Background: an optimization exercise with open tools, aiming at small area and a short achievable clock period. Do not read the settings as production practice.
No run shown here included a check of the RTL's function; only the layout flow was run.
Power and IR drop assume default switching activity.

**flow/standard.sh**
```bash
#!/bin/bash
# synth_recipe.tcl (not shown) runs the flow's synth.tcl, then flattens the netlist and writes it again
# the make line also repeats each setting of config.mk as NAME=value (left out here)
make -C /OpenROAD-flow-scripts/flow DESIGN_CONFIG=/design/flow/config.mk WORK_HOME=/design/flow/orfs CLKGATE_MAP_FILE= SYNTH_SCRIPT=/design/flow/synth_recipe.tcl "${@:-finish}"
```
**flow/design.v**
```verilog
`timescale 1ns / 1ps
module TNS_dec_33(
    input wire clk,
    input wire rst_n,
    input wire [32:0] codein,
    output reg [30 - 1 : 0] dataout
    );
    wire [29:0] sum;
    wire ci3;
    wire ci4;
    wire ci9;
    wire ci10;
    wire ci14;
    wire ci15;
    wire ci16;
    wire ci17;
    wire ci18;
    wire ci19;
    wire ci21;
    wire ci22;
    wire ci23;
    wire ci24;
    wire ci25;
    wire ci26;
    wire ci27;
    wire ci28;
    wire ci29;
    wire ci30;
    wire ci31;
    wire ci32;
    wire s1, c2;
    wire s3, c4;
    wire s5, c6;
    wire s7, c8;
    wire s9, c10;
    wire s11, c12;
    wire s13, c14;
    wire s15, c16;
    wire s17, c18;
    wire s19, c20;
    wire s21, c22;
    wire s23, c24;
    wire s25, c26;
    wire s27, c28;
    wire s29, c30;
    wire s31, c32;
    wire s33, c34;
    wire s35, c36;
    wire s37, c38;
    wire s39, c40;
    wire s41, c42;
    wire s43, c44;
    wire s45, c46;
    wire s47, c48;
    wire s49, c50;
    wire s51, c52;
    wire s53, c54;
    wire s55, c56;
    wire s57, c58;
    wire s59, c60;
    wire s61, c62;
    wire s63, c64;
    wire s65, c66;
    wire s67, c68;
    wire s69, c70;
    wire s71, c72;
    wire s73, c74;
    wire s75, c76;
    wire s77, c78;
    wire s79, c80;
    wire s81, c82;
    wire s83, c84;
    wire s85, c86;
    wire s87, c88;
    wire s89, c90;
    wire s91, c92;
    wire s93, c94;
    wire s95, c96;
    wire s97, c98;
    wire s99, c100;
    wire s101, c102;
    wire s103, c104;
    wire s105, c106;
    wire s107, c108;
    wire s109, c110;
    wire s111, c112;
    wire s113, c114;
    wire s115, c116;
    wire s117, c118;
    wire s119, c120;
    wire s121, c122;
    wire s123, c124;
    wire s125, c126;
    wire s127, c128;
    wire s129, c130;
    wire s131, c132;
    wire s133, c134;
    wire s135, c136;
    wire s137, c138;
    wire s139, c140;
    wire s141, c142;
    wire s143, c144;
    wire s145, c146;
    wire s147, c148;
    wire s149, c150;
    wire s151, c152;
    wire s153, c154;
    wire s155, c156;
    wire s157, c158;
    wire s159, c160;
    wire s161, c162;
    wire s163, c164;
    wire s165, c166;
    wire s167, c168;
    wire s169, c170;
    wire s171, c172;
    wire s173, c174;
    wire s175, c176;
    wire s177, c178;
    wire s179, c180;
    wire s181, c182;
    wire s183, c184;
    wire s185, c186;
    wire s187, c188;
    wire s189, c190;
    wire s191, c192;
    wire s193, c194;
    wire s195, c196;
    wire s197, c198;
    wire s199, c200;
    wire s201, c202;
    wire s203, c204;
    wire s205, c206;
    wire s207, c208;
    wire s209, c210;
    wire s211, c212;
    wire s213, c214;
    wire s215, c216;
    wire s217, c218;
    wire s219, c220;
    wire s221, c222;
    wire s223, c224;
    wire s225, c226;
    wire s227, c228;
    wire s229, c230;
    wire s231, c232;
    wire s233, c234;
    wire s235, c236;
    wire s237, c238;
    wire s239, c240;
    wire s241, c242;
    wire s243, c244;
    wire s245, c246;
    wire s247, c248;
    wire s249, c250;
    wire s251, c252;
    wire s253, c254;
    wire s255, c256;
    wire s257, c258;
    wire s259, c260;
    wire s261, c262;
    wire s263, c264;
    wire s265, c266;
    wire s267, c268;
    wire s269, c270;
    wire s271, c272;
    wire s273, c274;
    wire s275, c276;
    wire s277, c278;
    wire s279, c280;
    wire s281, c282;
    wire s283, c284;
    wire s285, c286;
    wire s287, c288;
    wire s289, c290;
    wire s291, c292;
    wire s293, c294;
    wire s295, c296;
    wire s297, c298;
    wire s299, c300;
    wire s301, c302;
    wire s303, c304;
    wire s305, c306;
    wire s307, c308;
    wire s309, c310;
    wire s311, c312;
    wire s313, c314;
    wire s315, c316;
    wire s317, c318;
    wire s319, c320;
    wire s321, c322;
    wire s323, c324;
    wire s325, c326;
    wire s327, c328;
    wire s329, c330;
    wire s331, c332;
    wire s333, c334;
    wire s335, c336;
    wire s337, c338;
    wire s339, c340;
    wire s341, c342;
    wire s343, c344;
    wire s345, c346;
    wire s347, c348;
    wire s349, c350;
    wire s351, c352;
    wire s353, c354;
    wire s355, c356;
    wire g0, p0;
    wire g1, p1;
    wire g2, p2;
    wire g3, p3;
    wire g4, p4;
    wire g5, p5;
    wire g6, p6;
    wire g7, p7;
    wire g8, p8;
    wire g9, p9;
    wire g10, p10;
    wire g11, p11;
    wire g12, p12;
    wire g13, p13;
    wire g14, p14;
    wire g15, p15;
    wire g16, p16;
    wire g17, p17;
    wire g18, p18;
    wire g19, p19;
    wire g20, p20;
    wire g21, p21;
    wire g22, p22;
    wire g23, p23;
    wire g24, p24;
    wire g25, p25;
    wire g26, p26;
    wire g27, p27;
    wire g28, p28;
    wire g29, p29;
    wire gg357;
    wire gp358;
    wire gg359;
    wire gp360;
    wire gg361;
    wire gp362;
    wire gg363;
    wire gp364;
    wire gg365;
    wire gp366;
    wire gg367;
    wire gp368;
    wire gg369;
    wire gp370;
    wire gg371;
    wire gp372;
    wire gg373;
    wire gp374;
    wire gg375;
    wire gp376;
    wire gg377;
    wire gp378;
    wire gg379;
    wire gp380;
    wire gg381;
    wire gp382;
    wire gg383;
    wire gp384;
    wire gg385;
    wire gp386;
    wire gg387;
    wire gp388;
    wire gg389;
    wire gp390;
    wire gg391;
    wire gp392;
    wire gg393;
    wire gp394;
    wire gg395;
    wire gp396;
    wire gg397;
    wire gp398;
    wire gg399;
    wire gp400;
    wire gg401;
    wire gp402;
    wire gg403;
    wire gp404;
    wire gg405;
    wire gp406;
    wire gg407;
    wire gp408;
    wire gg409;
    wire gp410;
    wire gg411;
    wire gp412;
    wire gg413;
    wire gp414;
    wire gg415;
    wire gp416;
    wire gg417;
    wire gp418;
    wire gg419;
    wire gp420;
    wire gg421;
    wire gp422;
    wire gg423;
    wire gp424;
    wire gg425;
    wire gp426;
    wire gg427;
    wire gp428;
    wire gg429;
    wire gp430;
    wire gg431;
    wire gp432;
    wire gg433;
    wire gp434;
    wire gg435;
    wire gp436;
    wire gg437;
    wire gp438;
    wire gg439;
    wire gp440;
    wire gg441;
    wire gp442;
    wire gg443;
    wire gp444;
    wire gg445;
    wire gp446;
    wire gg447;
    wire gp448;
    wire gg449;
    wire gp450;
    wire gg451;
    wire gp452;
    wire gg453;
    wire gp454;
    wire gg455;
    wire gp456;
    wire gg457;
    wire gp458;
    wire gg459;
    wire gp460;
    wire gg461;
    wire gp462;
    wire gg463;
    wire gp464;
    wire gg465;
    wire gp466;
    wire gg467;
    wire gp468;
    wire gg469;
    wire gp470;
    assign ci3 = ~codein[3];
    assign ci4 = ~codein[4];
    assign ci9 = ~codein[9];
    assign ci10 = ~codein[10];
    assign ci14 = ~codein[14];
    assign ci15 = ~codein[15];
    assign ci16 = ~codein[16];
    assign ci17 = ~codein[17];
    assign ci18 = ~codein[18];
    assign ci19 = ~codein[19];
    assign ci21 = ~codein[21];
    assign ci22 = ~codein[22];
    assign ci23 = ~codein[23];
    assign ci24 = ~codein[24];
    assign ci25 = ~codein[25];
    assign ci26 = ~codein[26];
    assign ci27 = ~codein[27];
    assign ci28 = ~codein[28];
    assign ci29 = ~codein[29];
    assign ci30 = ~codein[30];
    assign ci31 = ~codein[31];
    assign ci32 = ~codein[32];
    TNS_fa u_s1 (.a(codein[0]), .b(codein[2]), .ci(codein[5]), .s(s1), .co(c2));
    TNS_fa u_s3 (.a(codein[6]), .b(codein[8]), .ci(codein[11]), .s(s3), .co(c4));
    TNS_fa u_s5 (.a(codein[12]), .b(codein[17]), .ci(codein[18]), .s(s5), .co(c6));
    TNS_fa u_s7 (.a(codein[20]), .b(codein[23]), .ci(codein[24]), .s(s7), .co(c8));
    TNS_fa u_s9 (.a(codein[29]), .b(codein[30]), .ci(ci3), .s(s9), .co(c10));
    TNS_fa u_s11 (.a(ci9), .b(ci14), .ci(ci15), .s(s11), .co(c12));
    TNS_fa u_s13 (.a(ci21), .b(ci26), .ci(ci27), .s(s13), .co(c14));
    TNS_fa u_s15 (.a(ci32), .b(s1), .ci(s3), .s(s15), .co(c16));
    TNS_fa u_s17 (.a(s5), .b(s7), .ci(s9), .s(s17), .co(c18));
    TNS_fa u_s19 (.a(s11), .b(s13), .ci(s15), .s(s19), .co(c20));
    TNS_ha u_s21 (.a(s17), .b(s19), .s(s21), .co(c22));
    assign s23 = ~(codein[1] ^ codein[2]);
    TNS_or u_c24 (.a(codein[1]), .b(codein[2]), .y(c24));
    TNS_fa u_s25 (.a(codein[7]), .b(codein[8]), .ci(codein[13]), .s(s25), .co(c26));
    TNS_fa u_s27 (.a(codein[19]), .b(codein[20]), .ci(codein[25]), .s(s27), .co(c28));
    TNS_fa u_s29 (.a(codein[31]), .b(ci4), .ci(ci10), .s(s29), .co(c30));
    TNS_fa u_s31 (.a(ci16), .b(ci22), .ci(ci28), .s(s31), .co(c32));
    TNS_fa u_s33 (.a(s23), .b(c2), .ci(c4), .s(s33), .co(c34));
    TNS_fa u_s35 (.a(c6), .b(c8), .ci(s25), .s(s35), .co(c36));
    TNS_fa u_s37 (.a(s27), .b(c10), .ci(c12), .s(s37), .co(c38));
    TNS_fa u_s39 (.a(c14), .b(s29), .ci(s31), .s(s39), .co(c40));
    TNS_fa u_s41 (.a(c16), .b(s33), .ci(s35), .s(s41), .co(c42));
    TNS_fa u_s43 (.a(c18), .b(s37), .ci(s39), .s(s43), .co(c44));
    TNS_fa u_s45 (.a(c20), .b(s41), .ci(s43), .s(s45), .co(c46));
    TNS_ha u_s47 (.a(c22), .b(s45), .s(s47), .co(c48));
    assign s49 = ~(codein[5] ^ codein[11]);
    TNS_or u_c50 (.a(codein[5]), .b(codein[11]), .y(c50));
    TNS_fa u_s51 (.a(codein[14]), .b(codein[17]), .ci(codein[23]), .s(s51), .co(c52));
    TNS_fa u_s53 (.a(codein[26]), .b(codein[29]), .ci(codein[32]), .s(s53), .co(c54));
    TNS_fa u_s55 (.a(c24), .b(s49), .ci(c26), .s(s55), .co(c56));
    TNS_fa u_s57 (.a(c28), .b(s51), .ci(s53), .s(s57), .co(c58));
    TNS_fa u_s59 (.a(c30), .b(c32), .ci(c34), .s(s59), .co(c60));
    TNS_fa u_s61 (.a(c36), .b(s55), .ci(s57), .s(s61), .co(c62));
    TNS_fa u_s63 (.a(c38), .b(c40), .ci(s59), .s(s63), .co(c64));
    TNS_fa u_s65 (.a(c42), .b(s61), .ci(c44), .s(s65), .co(c66));
    TNS_fa u_s67 (.a(s63), .b(s65), .ci(c46), .s(s67), .co(c68));
    TNS_ha u_s69 (.a(c48), .b(s67), .s(s69), .co(c70));
    assign s71 = ~(codein[3] ^ codein[15]);
    TNS_or u_c72 (.a(codein[3]), .b(codein[15]), .y(c72));
    TNS_fa u_s73 (.a(codein[27]), .b(c50), .ci(ci9), .s(s73), .co(c74));
    TNS_fa u_s75 (.a(ci21), .b(s71), .ci(c52), .s(s75), .co(c76));
    TNS_fa u_s77 (.a(c54), .b(s73), .ci(c56), .s(s77), .co(c78));
    TNS_fa u_s79 (.a(c58), .b(s75), .ci(c60), .s(s79), .co(c80));
    TNS_fa u_s81 (.a(s77), .b(c62), .ci(c64), .s(s81), .co(c82));
    TNS_fa u_s83 (.a(s79), .b(c66), .ci(s81), .s(s83), .co(c84));
    TNS_fa u_s85 (.a(c68), .b(s83), .ci(c70), .s(s85), .co(c86));
    assign s87 = ~(codein[4] ^ codein[5]);
    TNS_or u_c88 (.a(codein[4]), .b(codein[5]), .y(c88));
    TNS_fa u_s89 (.a(codein[6]), .b(codein[8]), .ci(codein[16]), .s(s89), .co(c90));
    TNS_fa u_s91 (.a(codein[18]), .b(codein[20]), .ci(codein[28]), .s(s91), .co(c92));
    TNS_fa u_s93 (.a(codein[29]), .b(codein[32]), .ci(c72), .s(s93), .co(c94));
    TNS_fa u_s95 (.a(ci10), .b(ci17), .ci(ci22), .s(s95), .co(c96));
    TNS_fa u_s97 (.a(ci30), .b(s87), .ci(s89), .s(s97), .co(c98));
    TNS_fa u_s99 (.a(s91), .b(c74), .ci(s93), .s(s99), .co(c100));
    TNS_fa u_s101 (.a(s95), .b(c76), .ci(s97), .s(s101), .co(c102));
    TNS_fa u_s103 (.a(s99), .b(c78), .ci(s101), .s(s103), .co(c104));
    TNS_fa u_s105 (.a(c80), .b(s103), .ci(c82), .s(s105), .co(c106));
    TNS_fa u_s107 (.a(c84), .b(s105), .ci(c86), .s(s107), .co(c108));
    assign s109 = ~(codein[6] ^ codein[7]);
    TNS_or u_c110 (.a(codein[6]), .b(codein[7]), .y(c110));
    TNS_fa u_s111 (.a(codein[12]), .b(codein[14]), .ci(codein[15]), .s(s111), .co(c112));
    TNS_fa u_s113 (.a(codein[19]), .b(codein[20]), .ci(c88), .s(s113), .co(c114));
    TNS_fa u_s115 (.a(ci9), .b(ci23), .ci(ci31), .s(s115), .co(c116));
    TNS_fa u_s117 (.a(s109), .b(c90), .ci(c92), .s(s117), .co(c118));
    TNS_fa u_s119 (.a(s111), .b(c94), .ci(c96), .s(s119), .co(c120));
    TNS_fa u_s121 (.a(s113), .b(s115), .ci(c98), .s(s121), .co(c122));
    TNS_fa u_s123 (.a(s117), .b(c100), .ci(s119), .s(s123), .co(c124));
    TNS_fa u_s125 (.a(c102), .b(s121), .ci(s123), .s(s125), .co(c126));
    TNS_fa u_s127 (.a(c104), .b(s125), .ci(c106), .s(s127), .co(c128));
    TNS_fa u_s129 (.a(codein[7]), .b(codein[12]), .ci(codein[13]), .s(s129), .co(c130));
    TNS_fa u_s131 (.a(codein[16]), .b(codein[26]), .ci(codein[27]), .s(s131), .co(c132));
    TNS_fa u_s133 (.a(c110), .b(ci10), .ci(ci24), .s(s133), .co(c134));
    TNS_fa u_s135 (.a(ci29), .b(ci32), .ci(c112), .s(s135), .co(c136));
    TNS_fa u_s137 (.a(s129), .b(s131), .ci(c114), .s(s137), .co(c138));
    TNS_fa u_s139 (.a(c116), .b(s133), .ci(c118), .s(s139), .co(c140));
    TNS_fa u_s141 (.a(s135), .b(c120), .ci(s137), .s(s141), .co(c142));
    TNS_fa u_s143 (.a(c122), .b(s139), .ci(c124), .s(s143), .co(c144));
    TNS_fa u_s145 (.a(s141), .b(s143), .ci(c126), .s(s145), .co(c146));
    TNS_fa u_s147 (.a(codein[8]), .b(codein[13]), .ci(codein[20]), .s(s147), .co(c148));
    TNS_fa u_s149 (.a(codein[28]), .b(ci9), .ci(ci15), .s(s149), .co(c150));
    TNS_fa u_s151 (.a(ci18), .b(ci25), .ci(c130), .s(s151), .co(c152));
    TNS_fa u_s153 (.a(c132), .b(s147), .ci(c134), .s(s153), .co(c154));
    TNS_fa u_s155 (.a(s149), .b(c136), .ci(s151), .s(s155), .co(c156));
    TNS_fa u_s157 (.a(c138), .b(s153), .ci(c140), .s(s157), .co(c158));
    TNS_fa u_s159 (.a(s155), .b(c142), .ci(s157), .s(s159), .co(c160));
    TNS_fa u_s161 (.a(c144), .b(s159), .ci(c146), .s(s161), .co(c162));
    assign s163 = ~(codein[12] ^ codein[17]);
    TNS_or u_c164 (.a(codein[12]), .b(codein[17]), .y(c164));
    TNS_fa u_s165 (.a(codein[21]), .b(codein[32]), .ci(ci10), .s(s165), .co(c166));
    TNS_fa u_s167 (.a(ci16), .b(ci19), .ci(ci23), .s(s167), .co(c168));
    TNS_fa u_s169 (.a(ci24), .b(ci27), .ci(ci30), .s(s169), .co(c170));
    TNS_fa u_s171 (.a(s163), .b(c148), .ci(c150), .s(s171), .co(c172));
    TNS_fa u_s173 (.a(s165), .b(s167), .ci(s169), .s(s173), .co(c174));
    TNS_fa u_s175 (.a(c152), .b(c154), .ci(s171), .s(s175), .co(c176));
    TNS_fa u_s177 (.a(s173), .b(c156), .ci(s175), .s(s177), .co(c178));
    TNS_fa u_s179 (.a(c158), .b(s177), .ci(c160), .s(s179), .co(c180));
    TNS_fa u_s181 (.a(codein[9]), .b(codein[13]), .ci(codein[15]), .s(s181), .co(c182));
    TNS_fa u_s183 (.a(codein[20]), .b(codein[22]), .ci(c164), .s(s183), .co(c184));
    TNS_fa u_s185 (.a(ci25), .b(ci28), .ci(ci29), .s(s185), .co(c186));
    TNS_fa u_s187 (.a(ci31), .b(s181), .ci(c166), .s(s187), .co(c188));
    TNS_fa u_s189 (.a(c168), .b(c170), .ci(s183), .s(s189), .co(c190));
    TNS_fa u_s191 (.a(s185), .b(c172), .ci(c174), .s(s191), .co(c192));
    TNS_fa u_s193 (.a(s187), .b(s189), .ci(c176), .s(s193), .co(c194));
    TNS_fa u_s195 (.a(s191), .b(s193), .ci(c178), .s(s195), .co(c196));
    TNS_fa u_s197 (.a(codein[10]), .b(codein[11]), .ci(codein[16]), .s(s197), .co(c198));
    TNS_fa u_s199 (.a(codein[17]), .b(codein[23]), .ci(codein[26]), .s(s199), .co(c200));
    TNS_fa u_s201 (.a(ci14), .b(ci18), .ci(ci30), .s(s201), .co(c202));
    TNS_fa u_s203 (.a(c182), .b(s197), .ci(s199), .s(s203), .co(c204));
    TNS_fa u_s205 (.a(c184), .b(c186), .ci(s201), .s(s205), .co(c206));
    TNS_fa u_s207 (.a(s203), .b(c188), .ci(c190), .s(s207), .co(c208));
    TNS_fa u_s209 (.a(s205), .b(c192), .ci(s207), .s(s209), .co(c210));
    TNS_fa u_s211 (.a(c194), .b(s209), .ci(c196), .s(s211), .co(c212));
    assign s213 = ~(codein[12] ^ ci19);
    TNS_or u_c214 (.a(codein[12]), .b(ci19), .y(c214));
    TNS_fa u_s215 (.a(ci24), .b(ci31), .ci(c198), .s(s215), .co(c216));
    TNS_fa u_s217 (.a(c200), .b(s213), .ci(c202), .s(s217), .co(c218));
    TNS_fa u_s219 (.a(c204), .b(s215), .ci(c206), .s(s219), .co(c220));
    TNS_fa u_s221 (.a(s217), .b(c208), .ci(s219), .s(s221), .co(c222));
    TNS_fa u_s223 (.a(c210), .b(s221), .ci(c212), .s(s223), .co(c224));
    assign s225 = ~(codein[13] ^ codein[18]);
    TNS_or u_c226 (.a(codein[13]), .b(codein[18]), .y(c226));
    TNS_fa u_s227 (.a(codein[21]), .b(ci23), .ci(ci25), .s(s227), .co(c228));
    TNS_fa u_s229 (.a(ci32), .b(s225), .ci(c214), .s(s229), .co(c230));
    TNS_fa u_s231 (.a(s227), .b(c216), .ci(s229), .s(s231), .co(c232));
    TNS_fa u_s233 (.a(c218), .b(s231), .ci(c220), .s(s233), .co(c234));
    TNS_fa u_s235 (.a(s233), .b(c222), .ci(c224), .s(s235), .co(c236));
    assign s237 = ~(codein[14] ^ codein[19]);
    TNS_or u_c238 (.a(codein[14]), .b(codein[19]), .y(c238));
    TNS_fa u_s239 (.a(codein[20]), .b(codein[22]), .ci(c226), .s(s239), .co(c240));
    TNS_fa u_s241 (.a(ci26), .b(s237), .ci(c228), .s(s241), .co(c242));
    TNS_fa u_s243 (.a(s239), .b(c230), .ci(s241), .s(s243), .co(c244));
    TNS_fa u_s245 (.a(c232), .b(s243), .ci(c234), .s(s245), .co(c246));
    TNS_fa u_s247 (.a(codein[15]), .b(codein[20]), .ci(codein[29]), .s(s247), .co(c248));
    TNS_fa u_s249 (.a(codein[30]), .b(c238), .ci(ci17), .s(s249), .co(c250));
    TNS_fa u_s251 (.a(ci18), .b(ci23), .ci(ci27), .s(s251), .co(c252));
    TNS_fa u_s253 (.a(ci32), .b(s247), .ci(c240), .s(s253), .co(c254));
    TNS_fa u_s255 (.a(s249), .b(s251), .ci(c242), .s(s255), .co(c256));
    TNS_fa u_s257 (.a(s253), .b(c244), .ci(s255), .s(s257), .co(c258));
    TNS_fa u_s259 (.a(codein[16]), .b(codein[21]), .ci(codein[31]), .s(s259), .co(c260));
    TNS_fa u_s261 (.a(ci19), .b(ci28), .ci(c248), .s(s261), .co(c262));
    TNS_fa u_s263 (.a(s259), .b(c250), .ci(c252), .s(s263), .co(c264));
    TNS_fa u_s265 (.a(s261), .b(c254), .ci(s263), .s(s265), .co(c266));
    TNS_fa u_s267 (.a(c256), .b(s265), .ci(c258), .s(s267), .co(c268));
    assign s269 = ~(codein[17] ^ codein[20]);
    TNS_or u_c270 (.a(codein[17]), .b(codein[20]), .y(c270));
    TNS_fa u_s271 (.a(codein[22]), .b(ci29), .ci(ci32), .s(s271), .co(c272));
    TNS_fa u_s273 (.a(s269), .b(c260), .ci(s271), .s(s273), .co(c274));
    TNS_fa u_s275 (.a(c262), .b(c264), .ci(s273), .s(s275), .co(c276));
    TNS_fa u_s277 (.a(c266), .b(s275), .ci(c268), .s(s277), .co(c278));
    assign s279 = ~(codein[18] ^ c270);
    TNS_or u_c280 (.a(codein[18]), .b(c270), .y(c280));
    TNS_fa u_s281 (.a(ci23), .b(ci30), .ci(s279), .s(s281), .co(c282));
    TNS_fa u_s283 (.a(c272), .b(s281), .ci(c274), .s(s283), .co(c284));
    TNS_fa u_s285 (.a(c276), .b(s283), .ci(c278), .s(s285), .co(c286));
    assign s287 = ~(codein[19] ^ codein[20]);
    TNS_or u_c288 (.a(codein[19]), .b(codein[20]), .y(c288));
    TNS_fa u_s289 (.a(codein[32]), .b(ci21), .ci(ci31), .s(s289), .co(c290));
    TNS_fa u_s291 (.a(s287), .b(c280), .ci(s289), .s(s291), .co(c292));
    TNS_fa u_s293 (.a(c282), .b(s291), .ci(c284), .s(s293), .co(c294));
    assign s295 = ~(codein[23] ^ codein[26]);
    TNS_or u_c296 (.a(codein[23]), .b(codein[26]), .y(c296));
    TNS_fa u_s297 (.a(codein[27]), .b(c288), .ci(ci22), .s(s297), .co(c298));
    TNS_fa u_s299 (.a(ci24), .b(ci29), .ci(ci30), .s(s299), .co(c300));
    TNS_fa u_s301 (.a(s295), .b(c290), .ci(s297), .s(s301), .co(c302));
    TNS_fa u_s303 (.a(s299), .b(c292), .ci(s301), .s(s303), .co(c304));
    TNS_fa u_s305 (.a(codein[21]), .b(codein[28]), .ci(c296), .s(s305), .co(c306));
    TNS_fa u_s307 (.a(ci25), .b(ci31), .ci(c298), .s(s307), .co(c308));
    TNS_fa u_s309 (.a(c300), .b(s305), .ci(c302), .s(s309), .co(c310));
    TNS_fa u_s311 (.a(s307), .b(c304), .ci(s309), .s(s311), .co(c312));
    TNS_fa u_s313 (.a(codein[22]), .b(codein[23]), .ci(ci24), .s(s313), .co(c314));
    TNS_fa u_s315 (.a(ci27), .b(ci30), .ci(c306), .s(s315), .co(c316));
    TNS_fa u_s317 (.a(s313), .b(c308), .ci(s315), .s(s317), .co(c318));
    TNS_fa u_s319 (.a(c310), .b(s317), .ci(c312), .s(s319), .co(c320));
    TNS_fa u_s321 (.a(codein[29]), .b(ci25), .ci(ci28), .s(s321), .co(c322));
    TNS_fa u_s323 (.a(ci31), .b(c314), .ci(s321), .s(s323), .co(c324));
    TNS_fa u_s325 (.a(c316), .b(s323), .ci(c318), .s(s325), .co(c326));
    assign s327 = ~(codein[24] ^ codein[27]);
    TNS_or u_c328 (.a(codein[24]), .b(codein[27]), .y(c328));
    TNS_fa u_s329 (.a(codein[32]), .b(s327), .ci(c322), .s(s329), .co(c330));
    TNS_fa u_s331 (.a(c324), .b(s329), .ci(c326), .s(s331), .co(c332));
    assign s333 = ~(codein[25] ^ codein[26]);
    TNS_or u_c334 (.a(codein[25]), .b(codein[26]), .y(c334));
    TNS_fa u_s335 (.a(codein[28]), .b(codein[30]), .ci(c328), .s(s335), .co(c336));
    TNS_fa u_s337 (.a(ci29), .b(s333), .ci(s335), .s(s337), .co(c338));
    TNS_fa u_s339 (.a(c330), .b(s337), .ci(c332), .s(s339), .co(c340));
    TNS_fa u_s341 (.a(codein[27]), .b(codein[31]), .ci(codein[32]), .s(s341), .co(c342));
    TNS_fa u_s343 (.a(c334), .b(s341), .ci(c336), .s(s343), .co(c344));
    TNS_fa u_s345 (.a(c338), .b(s343), .ci(c340), .s(s345), .co(c346));
    assign s347 = ~(codein[28] ^ c342);
    TNS_or u_c348 (.a(codein[28]), .b(c342), .y(c348));
    TNS_fa u_s349 (.a(s347), .b(c344), .ci(c346), .s(s349), .co(c350));
    assign s351 = ~(codein[29] ^ c348);
    TNS_or u_c352 (.a(codein[29]), .b(c348), .y(c352));
    TNS_fa u_s353 (.a(codein[30]), .b(ci32), .ci(c352), .s(s353), .co(c354));
    assign s355 = ~(codein[31] ^ c354);
    TNS_or u_c356 (.a(codein[31]), .b(c354), .y(c356));
    assign g0 = s21 & 1'b0;
    assign p0 = s21 ^ 1'b0;
    assign g1 = s47 & 1'b0;
    assign p1 = s47 ^ 1'b0;
    assign g2 = s69 & 1'b0;
    assign p2 = s69 ^ 1'b0;
    assign g3 = s85 & 1'b0;
    assign p3 = s85 ^ 1'b0;
    assign g4 = s107 & 1'b0;
    assign p4 = s107 ^ 1'b0;
    assign g5 = c108 & s127;
    assign p5 = c108 ^ s127;
    assign g6 = c128 & s145;
    assign p6 = c128 ^ s145;
    assign g7 = s161 & 1'b0;
    assign p7 = s161 ^ 1'b0;
    assign g8 = c162 & s179;
    assign p8 = c162 ^ s179;
    assign g9 = c180 & s195;
    assign p9 = c180 ^ s195;
    assign g10 = s211 & 1'b0;
    assign p10 = s211 ^ 1'b0;
    assign g11 = s223 & 1'b0;
    assign p11 = s223 ^ 1'b0;
    assign g12 = s235 & 1'b0;
    assign p12 = s235 ^ 1'b0;
    assign g13 = c236 & s245;
    assign p13 = c236 ^ s245;
    assign g14 = c246 & s257;
    assign p14 = c246 ^ s257;
    assign g15 = s267 & 1'b0;
    assign p15 = s267 ^ 1'b0;
    assign g16 = s277 & 1'b0;
    assign p16 = s277 ^ 1'b0;
    assign g17 = s285 & 1'b0;
    assign p17 = s285 ^ 1'b0;
    assign g18 = c286 & s293;
    assign p18 = c286 ^ s293;
    assign g19 = c294 & s303;
    assign p19 = c294 ^ s303;
    assign g20 = s311 & 1'b0;
    assign p20 = s311 ^ 1'b0;
    assign g21 = s319 & 1'b0;
    assign p21 = s319 ^ 1'b0;
    assign g22 = c320 & s325;
    assign p22 = c320 ^ s325;
    assign g23 = s331 & 1'b0;
    assign p23 = s331 ^ 1'b0;
    assign g24 = s339 & 1'b0;
    assign p24 = s339 ^ 1'b0;
    assign g25 = s345 & 1'b0;
    assign p25 = s345 ^ 1'b0;
    assign g26 = s349 & 1'b0;
    assign p26 = s349 ^ 1'b0;
    assign g27 = c350 & s351;
    assign p27 = c350 ^ s351;
    assign g28 = s353 & 1'b0;
    assign p28 = s353 ^ 1'b0;
    assign g29 = s355 & 1'b0;
    assign p29 = s355 ^ 1'b0;
    assign gg357 = g5 | (p5 & g4);
    assign gp358 = p5 & p4;
    assign gg359 = g7 | (p7 & g6);
    assign gp360 = p7 & p6;
    assign gg361 = g9 | (p9 & g8);
    assign gp362 = p9 & p8;
    assign gg363 = g11 | (p11 & g10);
    assign gp364 = p11 & p10;
    assign gg365 = g13 | (p13 & g12);
    assign gp366 = p13 & p12;
    assign gg367 = g15 | (p15 & g14);
    assign gp368 = p15 & p14;
    assign gg369 = g17 | (p17 & g16);
    assign gp370 = p17 & p16;
    assign gg371 = g19 | (p19 & g18);
    assign gp372 = p19 & p18;
    assign gg373 = g21 | (p21 & g20);
    assign gp374 = p21 & p20;
    assign gg375 = g23 | (p23 & g22);
    assign gp376 = p23 & p22;
    assign gg377 = g25 | (p25 & g24);
    assign gp378 = p25 & p24;
    assign gg379 = g27 | (p27 & g26);
    assign gp380 = p27 & p26;
    assign gg381 = g29 | (p29 & g28);
    assign gp382 = p29 & p28;
    assign gg383 = g6 | (p6 & gg357);
    assign gp384 = p6 & gp358;
    assign gg385 = gg359 | (gp360 & gg357);
    assign gp386 = gp360 & gp358;
    assign gg387 = g10 | (p10 & gg361);
    assign gp388 = p10 & gp362;
    assign gg389 = gg363 | (gp364 & gg361);
    assign gp390 = gp364 & gp362;
    assign gg391 = g14 | (p14 & gg365);
    assign gp392 = p14 & gp366;
    assign gg393 = gg367 | (gp368 & gg365);
    assign gp394 = gp368 & gp366;
    assign gg395 = g18 | (p18 & gg369);
    assign gp396 = p18 & gp370;
    assign gg397 = gg371 | (gp372 & gg369);
    assign gp398 = gp372 & gp370;
    assign gg399 = g22 | (p22 & gg373);
    assign gp400 = p22 & gp374;
    assign gg401 = gg375 | (gp376 & gg373);
    assign gp402 = gp376 & gp374;
    assign gg403 = g26 | (p26 & gg377);
    assign gp404 = p26 & gp378;
    assign gg405 = gg379 | (gp380 & gg377);
    assign gp406 = gp380 & gp378;
    assign gg407 = g8 | (p8 & gg385);
    assign gp408 = p8 & gp386;
    assign gg409 = gg361 | (gp362 & gg385);
    assign gp410 = gp362 & gp386;
    assign gg411 = gg387 | (gp388 & gg385);
    assign gp412 = gp388 & gp386;
    assign gg413 = gg389 | (gp390 & gg385);
    assign gp414 = gp390 & gp386;
    assign gg415 = g16 | (p16 & gg393);
    assign gp416 = p16 & gp394;
    assign gg417 = gg369 | (gp370 & gg393);
    assign gp418 = gp370 & gp394;
    assign gg419 = gg395 | (gp396 & gg393);
    assign gp420 = gp396 & gp394;
    assign gg421 = gg397 | (gp398 & gg393);
    assign gp422 = gp398 & gp394;
    assign gg423 = g24 | (p24 & gg401);
    assign gp424 = p24 & gp402;
    assign gg425 = gg377 | (gp378 & gg401);
    assign gp426 = gp378 & gp402;
    assign gg427 = gg403 | (gp404 & gg401);
    assign gp428 = gp404 & gp402;
    assign gg429 = gg405 | (gp406 & gg401);
    assign gp430 = gp406 & gp402;
    assign gg431 = g12 | (p12 & gg413);
    assign gp432 = p12 & gp414;
    assign gg433 = gg365 | (gp366 & gg413);
    assign gp434 = gp366 & gp414;
    assign gg435 = gg391 | (gp392 & gg413);
    assign gp436 = gp392 & gp414;
    assign gg437 = gg393 | (gp394 & gg413);
    assign gp438 = gp394 & gp414;
    assign gg439 = gg415 | (gp416 & gg413);
    assign gp440 = gp416 & gp414;
    assign gg441 = gg417 | (gp418 & gg413);
    assign gp442 = gp418 & gp414;
    assign gg443 = gg419 | (gp420 & gg413);
    assign gp444 = gp420 & gp414;
    assign gg445 = gg421 | (gp422 & gg413);
    assign gp446 = gp422 & gp414;
    assign gg447 = g28 | (p28 & gg429);
    assign gp448 = p28 & gp430;
    assign gg449 = gg381 | (gp382 & gg429);
    assign gp450 = gp382 & gp430;
    assign gg451 = g20 | (p20 & gg445);
    assign gp452 = p20 & gp446;
    assign gg453 = gg373 | (gp374 & gg445);
    assign gp454 = gp374 & gp446;
    assign gg455 = gg399 | (gp400 & gg445);
    assign gp456 = gp400 & gp446;
    assign gg457 = gg401 | (gp402 & gg445);
    assign gp458 = gp402 & gp446;
    assign gg459 = gg423 | (gp424 & gg445);
    assign gp460 = gp424 & gp446;
    assign gg461 = gg425 | (gp426 & gg445);
    assign gp462 = gp426 & gp446;
    assign gg463 = gg427 | (gp428 & gg445);
    assign gp464 = gp428 & gp446;
    assign gg465 = gg429 | (gp430 & gg445);
    assign gp466 = gp430 & gp446;
    assign gg467 = gg447 | (gp448 & gg445);
    assign gp468 = gp448 & gp446;
    assign gg469 = gg449 | (gp450 & gg445);
    assign gp470 = gp450 & gp446;
    assign sum[0] = p0;
    assign sum[1] = p1 ^ 1'b0;
    assign sum[2] = p2 ^ 1'b0;
    assign sum[3] = p3 ^ 1'b0;
    assign sum[4] = p4 ^ 1'b0;
    assign sum[5] = p5 ^ g4;
    assign sum[6] = p6 ^ gg357;
    assign sum[7] = p7 ^ gg383;
    assign sum[8] = p8 ^ gg385;
    assign sum[9] = p9 ^ gg407;
    assign sum[10] = p10 ^ gg409;
    assign sum[11] = p11 ^ gg411;
    assign sum[12] = p12 ^ gg413;
    assign sum[13] = p13 ^ gg431;
    assign sum[14] = p14 ^ gg433;
    assign sum[15] = p15 ^ gg435;
    assign sum[16] = p16 ^ gg437;
    assign sum[17] = p17 ^ gg439;
    assign sum[18] = p18 ^ gg441;
    assign sum[19] = p19 ^ gg443;
    assign sum[20] = p20 ^ gg445;
    assign sum[21] = p21 ^ gg451;
    assign sum[22] = p22 ^ gg453;
    assign sum[23] = p23 ^ gg455;
    assign sum[24] = p24 ^ gg457;
    assign sum[25] = p25 ^ gg459;
    assign sum[26] = p26 ^ gg461;
    assign sum[27] = p27 ^ gg463;
    assign sum[28] = p28 ^ gg465;
    assign sum[29] = p29 ^ gg467;
    always @(posedge clk or negedge rst_n) begin
        if (~rst_n) begin
            dataout <= 0;
        end
        else begin
            dataout <= sum;
        end
    end
endmodule
module TNS_fa(
    input wire a,
    input wire b,
    input wire ci,
    output wire s,
    output wire co
    );
    assign s = a ^ b ^ ci;
    assign co = (a & b) | (a & ci) | (b & ci);
endmodule
module TNS_ha(
    input wire a,
    input wire b,
    output wire s,
    output wire co
    );
    assign s = a ^ b;
    assign co = a & b;
endmodule
module TNS_or(
    input wire a,
    input wire b,
    output wire y
    );
    assign y = a | b;
endmodule
```
**flow/config.mk**
```make
export PLATFORM = sky130hd
export DESIGN_NAME = TNS_dec_33
export DESIGN_NICKNAME = TNS_dec_33
export VERILOG_FILES = /design/flow/design.v
export SDC_FILE = /design/flow/constraint.sdc
export NUM_CORES = 4
export LEC_CHECK = 0
export ABC_AREA = 1
export CAP_MARGIN = 20
export CORE_MARGIN = 2
export CORE_UTILIZATION = 40
export SLEW_MARGIN = 20
export SYNTH_HIERARCHICAL = 1
export SYNTH_MINIMUM_KEEP_SIZE = 0
```
**flow/constraint.sdc**
```tcl
create_clock -name core_clock -period 12.0 [get_ports {clk}]
set_input_delay 2.4000 -clock core_clock [delete_from_list [all_inputs] [get_ports {clk}]]
set_output_delay 2.4000 -clock core_clock [all_outputs]
set_load 0.01 [all_outputs]
```
**flow/flow/run.sh**
```bash
#!/bin/bash
# Standard ORFS layout with two changes: ports get buf_2 buffers instead of
# the resizer's default pick (a delay cell), and CTS uses small clock
# buffers without dummy loads.
set -euo pipefail
cd "$(dirname "$0")/.."
export BUFFER_PORTS_ARGS="-buffer_cell sky130_fd_sc_hd__buf_2"
export CTS_ARGS="-sink_clustering_enable -repair_clock_nets -dont_use_dummy_load -buf_list {sky130_fd_sc_hd__clkbuf_4 sky130_fd_sc_hd__clkbuf_8}"
bash standard.sh > flow_standard.log 2>&1
```
==> results of run 1 <==
## kinds of logic after synthesis
kind of cell	after synthesis	synth area share (%)
compound gates	14	1.492
xor+xnor	24	4.043
fa+ha+maj	174	64.84
buf+inv	85	6.282
flops	30	14.44
simple gates	108	8.905
## per-module statistics from Yosys (local to each module, per instance)
module      cells  cell area [µm²]  times used  flip-flops and latches
TNS_ha          1            12.51           3                       0
TNS_or          3            11.26          17                       0
TNS_dec_33    224             1827           1                      30
TNS_fa          1            20.02         157                       0
## layer usage
metal | global-route usage, % | share of wire, % | vias up | wire [µm]
met5 | 0 | 0 | - | 0
met4 | 4.593 | 1.6 | 0 | 182
met3 | 3.343 | 5.2 | 12 | 611
met2 | 30.74 | 49 | 98 | 5794
met1 | 25.70 | 44 | 1660 | 5150
li1 | - | - | 1404 | -
## worst max-delay path by stage
stage / depth (start not counted) / slack (ns) / endpoint / startpoint
floorplan: 18 / 5.03 / dataout[21] / codein[0]
global placement: 16 / 4.41 / dataout[21] / codein[20]
detailed placement: 16 / 4.32 / dataout[21] / codein[20]
CTS: 16 / 4.65 / dataout[21] / codein[20]
global route: 16 / 4.40 / dataout[21] / codein[20]
finish: 18 / 4.67 / dataout[21] / codein[20]
## final cells by class
cell class | count | area, µm²
Tap cell | 172 | 215.2
Timing Repair Buffer | 64 | 320.3
Clock buffer | 5 | 68.82
Sequential cell | 30 | 750.7
Multi-Input combinational cell | 320 | 4121
Inverter | 84 | 315.3
Fill cell | 1184 | 6879
## through the flow
step	instance area, µm²	setup WS [ns]
floorplan	5199	5.026
global placement	5723	4.410
detailed placement	5723	4.317
CTS	5792	4.650
global route	5792	4.398
finish	5792	4.669
## power by group through the flow
stage | Combinational [mW] | Clock [mW] | Sequential [mW]
2_1_floorplan | 0.956 | 0 | 0.225
3_3_place_gp | 1.30 | 0 | 0.194
3_5_place_dp | 1.33 | 0 | 0.194
4_1_cts | 1.34 | 0.0790 | 0.193
5_1_grt | 1.53 | 0.0819 | 0.198
6_report | 1.32 | 0.0751 | 0.192
## cell usage in the layout, fill, tap and decap left out
cell type | synthesis | layout
a21boi_0 | 1 | 1
nor2_2 | 2 | 2
nand2_2 | 6 | 6
a21o_1 | 1 | 1
nor2_1 | 24 | 24
inv_1 | 84 | 84
a21oi_1 | 7 | 7
o21ai_0 | 4 | 4
nand2_4 | 2 | 2
or2_2 | 1 | 1
nand3_1 | 11 | 11
xnor2_1 | 18 | 18
dfrtp_1 | 30 | 30
clkbuf_8 | 0 | 5
nand2_1 | 59 | 59
a211oi_1 | 1 | 1
xor2_1 | 6 | 6
nand4_1 | 1 | 1
ha_1 | 15 | 15
and2_1 | 1 | 1
buf_2 | 0 | 64
fa_1 | 159 | 159
nor3_1 | 1 | 1
==> impl_metrics.ini, run 1 <==
[sta]
finalSetupViolations = 0
fin_tns_setup_ns = 0
relSlewSlack_pct = 50.73
tightest_slew_ns = 0.7391
layout_min_cycle_time_ns = 7.331
slew_viol_final = 0
rsz0062_at_grt = false
holdWs_ns = 2.173
fin_crit_sh_pct = 61.09
finalHoldViolCount = 0
fmax_mhz = 136.4

[layout]
num-nets-final = 714
area_growth_syn_to_layout_pct = 11.41
reg_top3 = dataout x30
post-route-util_pct = 45.71
finalNonFillerCells = 675
largest-register = dataout
diodes = 0
drive_gt1_share_pct = 15.90
largest_reg_flops = 30

[synth]
synth_area_per_cell_um2 = 11.95
ys_ff_latch = 30
synth_cells = 435
async_reset_ff_share_pct = 100.0
synthTopCellsByCount = fa_1 (159), inv_1 (84), nand2_1 (59), dfrtp_1 (30), nor2_1 (24)
synth.area.top_cells = fa_1 (61%), dfrtp_1 (14%), inv_1 (6.1%)
netlist.area_leader.share_pct = 61.23
synth-edff-count = 0
ys.flop_type = dfrtp_1
syn_nets = 644
syn_area_um2 = 5199
synth_seq_area_share_pct = 14.44
yosys.area.top_type = fa_1
yosysWarnings = 7
yosys.cell_count.top_type = fa_1
synthDistinctLibCells = 22

[clocking]
cts_tree = yes
cts.clk_slew.worst_paths_ns = 0.07
cts_setup_buffers = 0
clock-sinks = 30
htreeDepth = 2
cts-resized-gates = 0
clockBufferDepth = 2
hold_buffers = 0
root_buffer = clkbuf_8
cts_buffers = 5

[drt]
avgViaCountPerCell = 4.702
via_count = 3174
drt-initial-drc-count = 141
wire_per_inst_um = 17.39
drt_pass1_iterations = 6
drc = 0
final_antenna_net_count = 0
wl_um = 11740

[die]
fp-row-count = 41
floorplan.die_area_um2 = 13930
die_y_um = 118.0
fp.coreArea_um2 = 12670
ios = 65
start_util_pct = 41.03
fp.dieW_um = 118.0

[worst_setup_path]
slowest_delay_ns = 0.54
cp_top_family = adder cells
cp-start-kind = primary input
cp-end-kind = flip-flop
path_buf_inv = 1
slowest_stage = fa_1
crit_top_cell = fa_1
critical_path_class = in -> reg
crit_fanout = 12
arrival_ns = 7.51
crit_chain = buf_2, fa_1, fa_1, fa_1, fa_1, fa_1, ha_1, fa_1, fa_1, ha_1, nand3_1, nand2_1, nand2_1, nand2_4, nand2_2, nand2_2, ha_1, xor2_1
worst_ep_required_time_ns = 12.18

[pwr]
p_leak_nw = 2.696
power.internal_mw = 0.7895
combinationalPowerShare_pct = 83.2
ir_drop_uv = 153.1
switching_share_pct = 50.28
p_clk_share_pct = 4.7
p_switching_mw = 0.7984
total_power_mw = 1.588
seqPwrFrac_pct = 12.1
powerDensity_nw_per_um2 = 274.2

[global_route]
grt_start_max_net_pins = 31
grt_pass1_wl_um = 19440
track_usage_pct = 18.61
grt_pass1_vias = 3672
antenna_found_initial = 0
grt_overflow = 0

[placement]
portBuffers = 64
dp_hpwl_um = 10310
gp_congestion = 0.9358
dp.cells = 670

[run_status]
run_status = finished clean

[job]
maxCapViolCount = 0

[min_path]
hold_class = in -> async
==> run 2: changes to the inputs <==
--- a/flow/config.mk
+++ b/flow/config.mk
@@ -11,2 +11,3 @@
 export CORE_UTILIZATION = 40
+export SETUP_SLACK_MARGIN = 5
 export SLEW_MARGIN = 20
==> run 2 against run 1 <==
Effect of this change: count of clock-buffer cells in the layout unchanged; synthesized cell count stayed put; critical path depth did not move; die area stayed put; utilization increased by 2.8 points; highest routed layer unchanged.
==> impl_metrics.ini, run 2 <==
[run_status]
run_status = finished clean

[worst_setup_path]
slowest_delay_ns = 0.59
critical_path_class = in -> reg
cp-start-kind = primary input
cp-end-kind = flip-flop
crit_chain = buf_8, fa_1, fa_1, fa_1, fa_1, fa_1, ha_2, fa_2, fa_2, ha_4, nand3_2, nand2_2, nand2_2, nand2_4, nand2_8, nand2_8, ha_4, xor2_1
slowest_stage = fa_1
crit_fanout = 8
arrival_ns = 7.05
crit_top_cell = fa_1
worst_ep_required_time_ns = 12.18

[pwr]
powerDensity_nw_per_um2 = 289.9
ir_drop_uv = 197.5
total_power_mw = 1.783
p_leak_nw = 2.761

[die]
die_y_um = 118.0
floorplan.die_area_um2 = 13930
start_util_pct = 41.03
fp.coreArea_um2 = 12670
fp-row-count = 41
ios = 65
fp.dieW_um = 118.0

[layout]
num-nets-final = 731
reg_top3 = dataout x30
most-common-layout-cells = fa_1 (138), inv_1 (74), nand2_1 (56), buf_2 (51), dfrtp_1 (30)
drive_gt1_share_pct = 26.92
area_growth_syn_to_layout_pct = 18.29
post-route-util_pct = 48.53
diodes = 0
largest-register = dataout
layout_commonest_cell = fa_1
largest_reg_flops = 30

[sta]
relSlewSlack_pct = 50.80
slew_viol_final = 0
finalSetupViolations = 0
fmax_mhz = 145.7
layout_min_cycle_time_ns = 6.865
fin_tns_setup_ns = 0
finalHoldViolCount = 0
rsz0062_at_grt = true
tightest_slew_ns = 0.7380
fin_crit_sh_pct = 57.21

[global_route]
grt_pass1_vias = 3764
grt_util_met3_pct = 3.634
grt_start_max_net_pins = 31
antenna_found_initial = 0
grt_pass1_wl_um = 19780
top_usage_layer = met2
grt_overflow = 0
grtUsageMet2_pct = 31.40
grt_util_met1_pct = 26.02
track_usage_pct = 18.98

[synth]
synth_mux_area_share_pct = 0
synth_area_per_cell_um2 = 11.95
yosys.area_share.simple_pct = 8.905
synth_xor_xnor_area_share_pct = 4.043
synthAdderAreaFrac_pct = 64.84
syn_nets = 644
synth-edff-count = 0
synth_seq_area_share_pct = 14.44
syn_area_um2 = 5199
synthDistinctLibCells = 22
yosys.area.top_type = fa_1
ys_ff_latch = 30
ys.flop_type = dfrtp_1
netlist.area_leader.share_pct = 61.23
synthTopCellsByCount = fa_1 (159), inv_1 (84), nand2_1 (59), dfrtp_1 (30), nor2_1 (24)
yosys.cell_count.top_type = fa_1
synth_compound_area_share_pct = 1.492
async_reset_ff_share_pct = 100.0
yosysWarnings = 7
synth.area.top_cells = fa_1 (61%), dfrtp_1 (14%), inv_1 (6.1%)
synth_cells = 435
synth_top_family_by_area = adder cells

[placement]
portBuffers = 64
dp_hpwl_um = 10310
gp_congestion = 0.9358

[clocking]
clockBufferDepth = 2
cts.clk_slew.worst_paths_ns = 0.07
clock-sinks = 30
hold_buffers = 0
htreeDepth = 2
cts_buffers = 5
cts_tree = yes
root_buffer = clkbuf_8

[drt]
avgViaCountPerCell = 4.704
drt-initial-drc-count = 138
via_count = 3255
drt_pass1_iterations = 7
drc = 0
final_antenna_net_count = 0
wire_per_inst_um = 17.64
wl_um = 12200

[job]
maxCapViolCount = 0

[min_path]
hold_class = in -> async
## run 2: worst paths after layout
kind | from | endpoint | slack, ns | depth (start not counted)
max in group asynchronous | rst_n | dataout[19] | 9.35 | 1
worst min-delay path | rst_n | dataout[27] | 2.17 | 1
worst max-delay path | codein[17] | dataout[21] | 5.13 | 18
min in group core_clock | codein[31] | dataout[29] | 2.58 | 4
## run 2: layout make-up
cell class / count / area (µm²)
multi-input combinational: 321 / 4293
fill: 1155 / 6521
timing repair buffer: 80 / 491.7
tap: 172 / 215.2
sequential: 30 / 750.7
clock buffer: 5 / 68.82
inverter: 84 / 330.3
## run 2: per-module statistics from Yosys (local to each module, per instance)
module | flip-flops and latches | cells inside | times used | cell area, µm²
TNS_dec_33 | 30 | 224 | 1 | 1827
TNS_fa | 0 | 1 | 157 | 20.02
TNS_ha | 0 | 1 | 3 | 12.51
TNS_or | 0 | 3 | 17 | 11.26
## run 2: critical path: cells and delay by family
| kind | cells | cell delay, ns |
|---|---|---|
| fa+ha+maj | 10 | 3.86 |
| simple gates | 6 | 0.48 |
| xor+xnor | 1 | 0.15 |
| buf+inv | 1 | 0.13 |
## run 2: what timing repair did
action                                  in CTS  in global routing
pin swaps                                    9                 21
hold endpoints to repair                     0                  0
endpoints found under the setup margin      15                 14
gates resized for setup                     31                 40
setup buffers                                4                 12
cloned                                       1                  0
## run 2: logic make-up after synthesis
logic type | Yosys count
fa+ha+maj | 174
simple gates | 108
buf+inv | 85
flops | 30
xor+xnor | 24
compound gates | 14
## run 2: power breakdown
part           internal [mW]  switching, mW  total [mW]
clock network         0.0373         0.0380      0.0753
logic                  0.687          0.828        1.52
registers              0.182         0.0105       0.192
## run 2: routing by layer
metal,up-vias,wire (µm)
li1,1443,-
met1,1709,5264
met2,91,6151
met3,12,612
met4,0,174
met5,-,0
## run 2: through the flow
| stage | setup WS, ns | hold slack [ns] | area, µm² | cells |
|---|---|---|---|---|
| floorplan | 5.026 | 2.104 | 5199 | 435 |
| global placement | 4.410 | 2.505 | 5723 | 670 |
| detailed placement | 4.317 | 2.512 | 5723 | 670 |
| CTS | 5.003 | 2.196 | 5919 | 680 |
| global route | 4.992 | 2.243 | 6150 | 692 |
| finish | 5.135 | 2.175 | 6150 | 692 |

-- what the ideal ports hide --
In the flow no input, the clock included, has a driving cell. The finished layouts below were timed again as built, in two steps. Step 1: set_driving_cell puts a clkbuf_16 on clk and a buf_2 on each other input, an assumption about the parent block. Step 2 moves the port delays by t, midway between the first and last clock arrival at a register: inputs arrive t later, outputs are due t later. That takes back most of the time a late clock gives input paths. Slacks: ideal / step 1 / step 2; pairs: ideal / step 1.
run | t (ns) | slack for setup (ns) | clock arrival spread, ns | slew at the worst register clock pin (ns)
run 1 | 0.321 | 4.669 / 4.683 / 4.363 | 0.017 / 0.017 | 0.07 / 0.07
run 2 | 0.320 | 5.135 / 5.131 / 4.811 | 0.015 / 0.016 | 0.07 / 0.07
After both steps setup and hold are still met in every run listed. The setup slack of run 2, which loses most, moves by -0.004 ns with the drivers and by -0.324 ns with both steps.
